Context: an optimization exercise on an open-source flow, tuned for small area, a short achievable clock period and few clock cycles. The choices shown serve that exercise and are no tape-out recipe. RTL that was checked went through simulation tests only; none was proved equivalent to the original. Power figures rest on the tool's default switching activity, not on a simulated workload.

==> flow/design.v (excerpt) <==
module JAM (CLK, RST, W, J, Cost, MatchCount, MinCost, Valid);
export LEC_CHECK = 0
export CAP_MARGIN = 20
export CORE_MARGIN = 2
export CORE_UTILIZATION = 40
export SETUP_SLACK_MARGIN = 2.4
export SLEW_MARGIN = 20
create_clock -name core_clock -period 5.0 [get_ports {CLK}]
run.sh (not shown) runs the stock make flow with config.mk's settings and CLKGATE_MAP_FILE= SYNTH_SCRIPT=/design/flow/synth_recipe.tcl, a recipe that flattens the netlist after the stock synthesis.
The first run completed with no timing, DRC or antenna violations.
Testbench counts at the start, summed over its fixed seeds: cycles 4,446.
Then changed:
--- a/flow/design.v
+++ b/flow/design.v
@@ -1,35 +1,35 @@
 module JAM (CLK, RST, W, J, Cost, MatchCount, MinCost, Valid);
 input CLK;
 input RST;
 output reg [2:0] W;
 output reg [2:0] J;
 input [6:0] Cost;
 output reg [3:0] MatchCount;
 output reg [9:0] MinCost;
 output reg Valid;
-localparam ST_SCAN = 3'd0, ST_WAIT = 3'd1, ST_LAST = 3'd2,
+localparam ST_SCAN = 3'd0, ST_WAIT = 3'd1, ST_LAST = 3'd2, ST_LAST2 = 3'd3,
            ST_READ = 3'd4, ST_DFSA = 3'd5, ST_DFSB = 3'd6, ST_DONE = 3'd7;
 reg [2:0] st;
 reg [2:0] row;           
 reg [6:0] u  [0:7];      
 reg [6:0] nv [0:7];      
 reg [8:0] minv [0:7];    
 reg [2:0] way [0:7];     
 reg [7:0] vw;            
 reg [2:0] p [0:7];       
 reg [7:0] matched;
 reg [7:0] used;          
 reg [7:0] rowin;         
 reg [7:0] todo;          
-reg [6:0] uW;            
+reg [7:0] q;             
 reg [2:0] j0;            
 reg [8:0] delta;         
 reg [6:0] D;             
 reg [6:0] inc;           
 reg [2:0] j1;
 reg first;               
 reg ph;                  
 reg upd;                 
 reg aug;                 
 reg [2:0] ja;
 reg [2:0] arow;
@@ -61,23 +61,23 @@
     input [7:0] m;
     reg a, b, ma, mb;
     begin
         a = |m[3:0];
         b = |m[7:4];
         ma = (m[0] & m[1]) | (m[2] & m[3]) | ((m[0] | m[1]) & (m[2] | m[3]));
         mb = (m[4] & m[5]) | (m[6] & m[7]) | ((m[4] | m[5]) & (m[6] | m[7]));
         single = ~(ma | mb | (a & b));
     end
 endfunction
 wire [3:0] nx = lowest(todo);
-wire [9:0] cur = {3'b0, s1c} + {3'b0, s1p} + {3'b0, D} - {3'b0, uW};
+wire [9:0] cur = {3'b0, s1c} + {3'b0, s1p} + {{2{q[7]}}, q};
 wire lt = s2c < s2m;
 wire c1 = s2c < delta;
 wire c2 = s2m < delta;
 wire take = lt ? c1 : c2;
 wire [8:0] mnew = lt ? s2c : s2m;
 wire [7:0] used_j = used | (8'd1 << j1);
 wire [3:0] fj = lowest(~used_j);
 wire [2:0] pj = p[j1];
 reg [7:0] avail [0:7];
 reg [7:0] blk;
 reg dead, allone;
@@ -102,23 +102,23 @@
 reg [7:0] above;
 always @(*)
     for (k = 0; k < 8; k = k + 1)
         above[k] = (k > sprev);
 always @(posedge CLK) begin
     if (RST) begin
         st <= ST_SCAN;
         row <= 3'd0;
         W <= 3'd0;
         J <= 3'd0;
         todo <= 8'hfe;
-        uW <= 7'd0;
+        q <= 8'd0;
         first <= 1'b1;
         ph <= 1'b1;
         upd <= 1'b0;
         aug <= 1'b0;
         delta <= 9'h1ff;
         D <= 7'd0;
         used <= 8'd0;
         rowin <= 8'd0;
         matched <= 8'd0;
         s1v <= 1'b0;
         s1r <= 1'b0;
@@ -133,37 +133,37 @@
         end
     end else begin
         upd <= 1'b0;
         if (upd) begin
             for (k = 0; k < 8; k = k + 1) begin
                 if (used[k] && k != j1)
                     nv[k] <= nv[k] + inc;
                 if (rowin[k] && (k != W || st == ST_LAST))
                     u[k] <= u[k] + inc;
             end
             MinCost <= MinCost + {3'd0, inc};
-            uW <= u[W];
+            q <= {1'b0, D} - {1'b0, u[W]};
             delta <= 9'h1ff;
         end
         if (aug) begin
             matched[ja] <= 1'b1;
             if (vw[ja]) aug <= 1'b0;
         end
         s1v <= (st == ST_SCAN);
         s1r <= (st == ST_READ);
         s2v <= s1v;
         s3l <= s2v && s2l;
         if (s2v && take)
             delta <= mnew;
         if (s1r && s1j == 3'd7)
-            uW <= u[s1w + 3'd1];
+            q <= 8'd0 - {1'b0, u[s1w + 3'd1]};
         case (st)
         ST_SCAN: begin
             if (ph) begin
                 ph <= 1'b0;
                 used <= 8'd0;
                 rowin <= 8'd1 << row;
             end
             if (todo == 8'd0)
                 st <= ST_WAIT;
             else begin
                 J <= nx[2:0];
@@ -196,54 +196,54 @@
                         J <= j1;
                         todo <= ~(8'd1 << j1);
                         st <= ST_SCAN;
                     end
                 end
             end
         end
         ST_LAST: begin
             used <= 8'd0;
             W <= 3'd0;
             J <= 3'd0;
+            st <= ST_LAST2;
+        end
+        ST_LAST2: begin
+            q <= 8'd0 - {1'b0, u[0]};
             st <= ST_READ;
         end
         ST_READ: begin
-            if ({W, J} == 6'd0)
-                uW <= u[0];
             {W, J} <= {W, J} + 6'd1;
             if ({W, J} == 6'd63) begin
                 W <= 3'd0;
                 st <= ST_DFSA;
             end
         end
         ST_DFSA: begin
             if (pend)
                 MatchCount <= MatchCount + {2'b0, pcr};
             if (!s2r)
                 st <= ST_DFSB;
         end
         ST_DFSB: begin
             st <= ST_DFSA;
             if (one) begin
                 MatchCount <= 4'd1;
                 st <= ST_DONE;
-                Valid <= 1'b1;
             end else if (W == 3'd6) begin
                 W <= 3'd5;
                 used <= used & ~(8'd1 << sprev);
             end else if (candr != 8'd0) begin
                 used <= used | (8'd1 << cfirst[2:0]);
                 W <= W + 3'd1;
             end else if (W == 3'd0) begin
                 st <= ST_DONE;
-                Valid <= 1'b1;
             end else begin
                 used <= used & ~(8'd1 << sprev);
                 W <= W - 3'd1;
             end
         end
         default: begin
             Valid <= 1'b1;
         end
         endcase
     end
 end
=> The new run went through all stages and came out clean; synthesized cell count rises by 0.71%; utilization is higher by 2.2 points; design area came out higher by 6.6%; fmax decreases by 12%; wire length grows by 5.5%; sequential cell count rises by 1; clock-buffer cell count shrinks by 6; sequential power decreases by about 2%; global-route usage grows by 0.58 points; die area went up by 1.5%; register-to-register slack degrades by 350 ps; worst setup slack got worse by 350 ps.
For the second run of this note, only the layout was checked, not whether the RTL still works.

Starting RTL as in the previous note.
Design JAM, start of the top module:
module JAM (CLK, RST, W, J, Cost, MatchCount, MinCost, Valid);
input CLK;
input RST;
output reg [2:0] W;
output reg [2:0] J;
input [6:0] Cost;
output reg [3:0] MatchCount;
output reg [9:0] MinCost;
output reg Valid;
localparam ST_SCAN = 3'd0, ST_WAIT = 3'd1, ST_LAST = 3'd2,
           ST_READ = 3'd4, ST_DFSA = 3'd5, ST_DFSB = 3'd6, ST_DONE = 3'd7;
reg [2:0] st;
reg [2:0] row;           
reg [6:0] u  [0:7];      
reg [6:0] nv [0:7];      
reg [8:0] minv [0:7];    
reg [2:0] way [0:7];     
reg [7:0] vw;            
reg [2:0] p [0:7];       
reg [7:0] matched;
reg [7:0] used;          
reg [7:0] rowin;         
reg [7:0] todo;          
reg [6:0] uW;            
reg [2:0] j0;            
reg [8:0] delta;         
reg [6:0] D;             
reg [6:0] inc;           
reg [2:0] j1;
reg first;               
reg ph;                  
reg upd;                 
reg aug;                 
reg [2:0] ja;
reg [2:0] arow;
reg [7:0] abv;           
reg [7:0] candr;         
reg one;                 
reg s1v, s1l, s1r;
reg [6:0] s1c;
reg [6:0] s1p;
reg [2:0] s1j, s1w;
reg s2v, s2l;
reg [8:0] s2c, s2m;
reg [2:0] s2j, s2w;
reg s2r;
reg pend;                
reg [1:0] pcr;
reg s3l;
integer k;
function [3:0] lowest;
    input [7:0] m;
    integer i;
    begin
        lowest = 4'b1000;
        for (i = 7; i >= 0; i = i - 1)
            if (m[i]) lowest = i;
    end
endfunction
function single;
    input [7:0] m;
    reg a, b, ma, mb;
    begin
        a = |m[3:0];
        b = |m[7:4];
        ma = (m[0] & m[1]) | (m[2] & m[3]) | ((m[0] | m[1]) & (m[2] | m[3]));
        mb = (m[4] & m[5]) | (m[6] & m[7]) | ((m[4] | m[5]) & (m[6] | m[7]));
        single = ~(ma | mb | (a & b));
    end
endfunction
wire [3:0] nx = lowest(todo);
wire [9:0] cur = {3'b0, s1c} + {3'b0, s1p} + {3'b0, D} - {3'b0, uW};
wire lt = s2c < s2m;
wire c1 = s2c < delta;
wire c2 = s2m < delta;
wire take = lt ? c1 : c2;
wire [8:0] mnew = lt ? s2c : s2m;
wire [7:0] used_j = used | (8'd1 << j1);
wire [3:0] fj = lowest(~used_j);
wire [2:0] pj = p[j1];
reg [7:0] avail [0:7];
reg [7:0] blk;
reg dead, allone;
reg [7:0] cand;
always @(*) begin
    blk = 8'd0;
    dead = 1'b0;
    allone = 1'b1;
    for (k = 0; k < 8; k = k + 1) begin
        avail[k] = minv[k][7:0] & ~used;
  ...
Settings: LEC_CHECK=0, ABC_AREA=1, CAP_MARGIN=20, CORE_MARGIN=2, CORE_UTILIZATION=40, SETUP_SLACK_MARGIN=2.4, SLEW_MARGIN=20; clock period 5.0 ns.
Testbench counts at the start, summed over its fixed seeds: cycles 4,446.
Rerun with:
--- a/flow/design.v
+++ b/flow/design.v
@@ -12,42 +12,41 @@
 reg [2:0] st;
 reg [2:0] row;           
 reg [6:0] u  [0:7];      
 reg [6:0] nv [0:7];      
 reg [8:0] minv [0:7];    
 reg [2:0] way [0:7];     
 reg [7:0] vw;            
 reg [2:0] p [0:7];       
 reg [7:0] matched;
 reg [7:0] used;          
 reg [7:0] rowin;         
 reg [7:0] todo;          
-reg [6:0] uW;            
 reg [2:0] j0;            
 reg [8:0] delta;         
 reg [6:0] D;             
 reg [6:0] inc;           
 reg [2:0] j1;
 reg first;               
 reg ph;                  
 reg upd;                 
 reg aug;                 
 reg [2:0] ja;
 reg [2:0] arow;
 reg [7:0] abv;           
 reg [7:0] candr;         
 reg one;                 
 reg s1v, s1l, s1r;
 reg [6:0] s1c;
-reg [6:0] s1p;
+reg [7:0] s1p;           
 reg [2:0] s1j, s1w;
 reg s2v, s2l;
 reg [8:0] s2c, s2m;
 reg [2:0] s2j, s2w;
 reg s2r;
 reg pend;                
 reg [1:0] pcr;
 reg s3l;
 integer k;
 function [3:0] lowest;
     input [7:0] m;
     integer i;
@@ -60,25 +59,25 @@
 function single;
     input [7:0] m;
     reg a, b, ma, mb;
     begin
         a = |m[3:0];
         b = |m[7:4];
         ma = (m[0] & m[1]) | (m[2] & m[3]) | ((m[0] | m[1]) & (m[2] | m[3]));
         mb = (m[4] & m[5]) | (m[6] & m[7]) | ((m[4] | m[5]) & (m[6] | m[7]));
         single = ~(ma | mb | (a & b));
     end
 endfunction
 wire [3:0] nx = lowest(todo);
-wire [9:0] cur = {3'b0, s1c} + {3'b0, s1p} + {3'b0, D} - {3'b0, uW};
+wire [9:0] cur = {3'b0, s1c} + {{2{s1p[7]}}, s1p} + {3'b0, D};
 wire lt = s2c < s2m;
 wire c1 = s2c < delta;
 wire c2 = s2m < delta;
 wire take = lt ? c1 : c2;
 wire [8:0] mnew = lt ? s2c : s2m;
 wire [7:0] used_j = used | (8'd1 << j1);
 wire [3:0] fj = lowest(~used_j);
 wire [2:0] pj = p[j1];
 reg [7:0] avail [0:7];
 reg [7:0] blk;
 reg dead, allone;
 reg [7:0] cand;
@@ -101,25 +100,24 @@
 wire [1:0] pc = single(candr) ? {1'b0, |candr} : 2'd2;
 reg [7:0] above;
 always @(*)
     for (k = 0; k < 8; k = k + 1)
         above[k] = (k > sprev);
 always @(posedge CLK) begin
     if (RST) begin
         st <= ST_SCAN;
         row <= 3'd0;
         W <= 3'd0;
         J <= 3'd0;
         todo <= 8'hfe;
-        uW <= 7'd0;
         first <= 1'b1;
         ph <= 1'b1;
         upd <= 1'b0;
         aug <= 1'b0;
         delta <= 9'h1ff;
         D <= 7'd0;
         used <= 8'd0;
         rowin <= 8'd0;
         matched <= 8'd0;
         s1v <= 1'b0;
         s1r <= 1'b0;
         s2v <= 1'b0;
@@ -132,39 +130,36 @@
             nv[k] <= 7'd0;
         end
     end else begin
         upd <= 1'b0;
         if (upd) begin
             for (k = 0; k < 8; k = k + 1) begin
                 if (used[k] && k != j1)
                     nv[k] <= nv[k] + inc;
                 if (rowin[k] && (k != W || st == ST_LAST))
                     u[k] <= u[k] + inc;
             end
             MinCost <= MinCost + {3'd0, inc};
-            uW <= u[W];
             delta <= 9'h1ff;
         end
         if (aug) begin
             matched[ja] <= 1'b1;
             if (vw[ja]) aug <= 1'b0;
         end
         s1v <= (st == ST_SCAN);
         s1r <= (st == ST_READ);
         s2v <= s1v;
         s3l <= s2v && s2l;
         if (s2v && take)
             delta <= mnew;
-        if (s1r && s1j == 3'd7)
-            uW <= u[s1w + 3'd1];
         case (st)
         ST_SCAN: begin
             if (ph) begin
                 ph <= 1'b0;
                 used <= 8'd0;
                 rowin <= 8'd1 << row;
             end
             if (todo == 8'd0)
                 st <= ST_WAIT;
             else begin
                 J <= nx[2:0];
                 todo <= todo & ~(8'd1 << nx[2:0]);
@@ -198,26 +193,24 @@
                         st <= ST_SCAN;
                     end
                 end
             end
         end
         ST_LAST: begin
             used <= 8'd0;
             W <= 3'd0;
             J <= 3'd0;
             st <= ST_READ;
         end
         ST_READ: begin
-            if ({W, J} == 6'd0)
-                uW <= u[0];
             {W, J} <= {W, J} + 6'd1;
             if ({W, J} == 6'd63) begin
                 W <= 3'd0;
                 st <= ST_DFSA;
             end
         end
         ST_DFSA: begin
             if (pend)
                 MatchCount <= MatchCount + {2'b0, pcr};
             if (!s2r)
                 st <= ST_DFSB;
         end
@@ -241,25 +234,25 @@
                 W <= W - 3'd1;
             end
         end
         default: begin
             Valid <= 1'b1;
         end
         endcase
     end
 end
 always @(posedge CLK) begin
     s1l <= (todo == 8'd0);
     s1c <= Cost;
-    s1p <= nv[J];
+    s1p <= {1'b0, nv[J]} - {1'b0, u[W]};
     s1j <= J;
     s1w <= W;
     s2l <= s1l;
     s2c <= cur[8:0];
     s2m <= first ? 9'h1ff : minv[s1j];
     s2j <= s1j;
     s2w <= s1w;
     s2r <= s1r;
     if (s2r)
         minv[s2w][s2j] <= (s2c == 9'd0);
     if (s2v) begin
         minv[s2j] <= mnew;
=> Combinational power is higher to 6.3 times its value; power climbs by 71%; final area decreases by 0.52%; core utilization went up by 0.80 points; area after synthesis falls by 2.2%; die area is lower by 2.1%; worst hold slack is worse by 7.9 ps; worst setup slack improves by 73 ps; critical path depth is lower by 1; cell count decreases by 3.1%; register-to-register slack gets better by 70 ps; first-iteration DRC count is lower by 12%; via count came out lower by 4.3%.
Testbench counts after the change, summed over its fixed seeds: cycles 4,446.

Another version of the RTL of JAM (not shown whole).
Size in the first run: about 3,000 cells after synthesis, roughly 420 flip-flops, about 30 I/O pins, ~0.027 sq mm of cells after synthesis.
export LEC_CHECK = 0
export CAP_MARGIN = 20
export CORE_MARGIN = 2
export CORE_UTILIZATION = 40
export SETUP_SLACK_MARGIN = 2.4
export SLEW_MARGIN = 20
create_clock -name core_clock -period 5.0 [get_ports {CLK}]
Testbench counts at the start, summed over its fixed seeds: cycles 4,482.
Next try:
--- a/flow/design.v
+++ b/flow/design.v
@@ -29,25 +29,25 @@
 reg [2:0] j1;
 reg first;               
 reg ph;                  
 reg upd;                 
 reg aug;                 
 reg [2:0] ja;
 reg [2:0] arow;
 reg [7:0] abv;           
 reg [7:0] candr;         
 reg one;                 
 reg s1v, s1l, s1r;
 reg [6:0] s1c;
-reg [7:0] s1p;
+reg [6:0] s1p;
 reg [2:0] s1j, s1w;
 reg s2v, s2l;
 reg [8:0] s2c, s2m;
 reg [2:0] s2j, s2w;
 reg s2r;
 reg pend;                
 reg [1:0] pcr;
 reg s3l;
 integer k;
 function [3:0] lowest;
     input [7:0] m;
     integer i;
@@ -60,26 +60,25 @@
 function single;
     input [7:0] m;
     reg a, b, ma, mb;
     begin
         a = |m[3:0];
         b = |m[7:4];
         ma = (m[0] & m[1]) | (m[2] & m[3]) | ((m[0] | m[1]) & (m[2] | m[3]));
         mb = (m[4] & m[5]) | (m[6] & m[7]) | ((m[4] | m[5]) & (m[6] | m[7]));
         single = ~(ma | mb | (a & b));
     end
 endfunction
 wire [3:0] nx = lowest(todo);
-wire [7:0] p0 = {1'b0, nv[J]} + {1'b0, D};
-wire [9:0] cur = {3'b0, s1c} + {2'b0, s1p} - {3'b0, uW};
+wire [9:0] cur = {3'b0, s1c} + {3'b0, s1p} + {3'b0, D} - {3'b0, uW};
 wire lt = s2c < s2m;
 wire c1 = s2c < delta;
 wire c2 = s2m < delta;
 wire take = lt ? c1 : c2;
 wire [8:0] mnew = lt ? s2c : s2m;
 wire [7:0] used_j = used | (8'd1 << j1);
 wire [3:0] fj = lowest(~used_j);
 wire [2:0] pj = p[j1];
 reg [7:0] avail [0:7];
 reg [7:0] blk;
 reg dead, allone;
 reg [7:0] cand;
@@ -91,24 +90,28 @@
         avail[k] = minv[k][7:0] & ~used;
         if (!single(avail[k])) allone = 1'b0;
         if (k > W) begin
             if (avail[k] == 8'd0) dead = 1'b1;
             if (single(avail[k])) blk = blk | avail[k];
         end
     end
     cand = dead ? 8'd0 : (avail[W] & ~blk & abv);
 end
 wire [3:0] cfirst = lowest(candr);
 wire [2:0] sprev = way[W - 3'd1];
 wire [1:0] pc = single(candr) ? {1'b0, |candr} : 2'd2;
+reg [7:0] above;
+always @(*)
+    for (k = 0; k < 8; k = k + 1)
+        above[k] = (k > sprev);
 always @(posedge CLK) begin
     if (RST) begin
         st <= ST_SCAN;
         row <= 3'd0;
         W <= 3'd0;
         J <= 3'd0;
         todo <= 8'hfe;
         uW <= 7'd0;
         first <= 1'b1;
         ph <= 1'b1;
         upd <= 1'b0;
         aug <= 1'b0;
@@ -238,25 +241,25 @@
                 W <= W - 3'd1;
             end
         end
         default: begin
             Valid <= 1'b1;
         end
         endcase
     end
 end
 always @(posedge CLK) begin
     s1l <= (todo == 8'd0);
     s1c <= Cost;
-    s1p <= p0;
+    s1p <= nv[J];
     s1j <= J;
     s1w <= W;
     s2l <= s1l;
     s2c <= cur[8:0];
     s2m <= first ? 9'h1ff : minv[s1j];
     s2j <= s1j;
     s2w <= s1w;
     s2r <= s1r;
     if (s2r)
         minv[s2w][s2j] <= (s2c == 9'd0);
     if (s2v) begin
         minv[s2j] <= mnew;
@@ -285,20 +288,20 @@
         abv <= 8'hff;
         one <= 1'b1;
     end
     pend <= (st == ST_DFSB) && (W == 3'd6);
     pcr <= pc;
     if (st == ST_DFSA && !s2r) begin
         candr <= cand;
         one <= one && allone;
     end
     if (st == ST_DFSB) begin
         one <= 1'b0;
         if (W == 3'd6 || candr == 8'd0)
-            abv <= ~((8'd2 << sprev) - 8'd1);
+            abv <= above;
         else begin
             way[W] <= cfirst[2:0];
             abv <= 8'hff;
         end
     end
 end
 endmodule
=> The changed run went through all stages and came out clean. Wire length fell by 0.74%. Design area goes down by 3.1%. Final cell count shrinks by 1.3%. Worst setup slack gets better by 0.016 ns. Sequential cell count is lower by 1. Worst hold slack is worse by 0.0060 ns. Die area came out lower by 1.2%.
For the second run of this note, only the layout was checked, not whether the RTL still works.

## afterwards: timing with drivers on the ports
No port has a modelled driver above. Below, the same layouts with a new extraction and two added sets of constraints. Step 1 (the two cells are an assumption about what drives the block):
set clk [get_ports {CLK}]
set_driving_cell -lib_cell sky130_fd_sc_hd__clkbuf_16 $clk
set_driving_cell -lib_cell sky130_fd_sc_hd__buf_2 [delete_from_list [all_inputs] $clk]
Step 2 adds t to the input delays and takes it off the output delays; t is the mean of the earliest and latest rising clock arrival at the registers after step 1. Input paths then give back, and output paths get back, about the clock's delay inside the block. Slacks: ideal ports / drivers / drivers and shift; pairs: ideal ports / drivers.
run	t, ns	setup slack, ns	latest minus earliest clock arrival (ns)	worst data-port slew with drivers (ns)
the first run of note 1	0.672	2.311 / 2.311 / 2.311	0.019 / 0.020	0.04
the second run of note 1	0.675	1.960 / 1.960 / 1.960	0.059 / 0.060	0.05
the first run of note 2	0.675	2.320 / 2.320 / 2.320	0.036 / 0.035	0.03
the second run of note 2	0.669	2.393 / 2.381 / 2.153	0.029 / 0.029	0.04
the first run of note 3	0.673	2.207 / 2.207 / 2.174	0.029 / 0.029	0.05
the second run of note 3	0.666	2.223 / 2.223 / 2.211	0.042 / 0.042	0.04
After both steps every run listed still meets setup and hold. The setup slack of the second run of note 2, which loses most, moves by -0.012 ns with the drivers and by -0.240 ns with both steps.
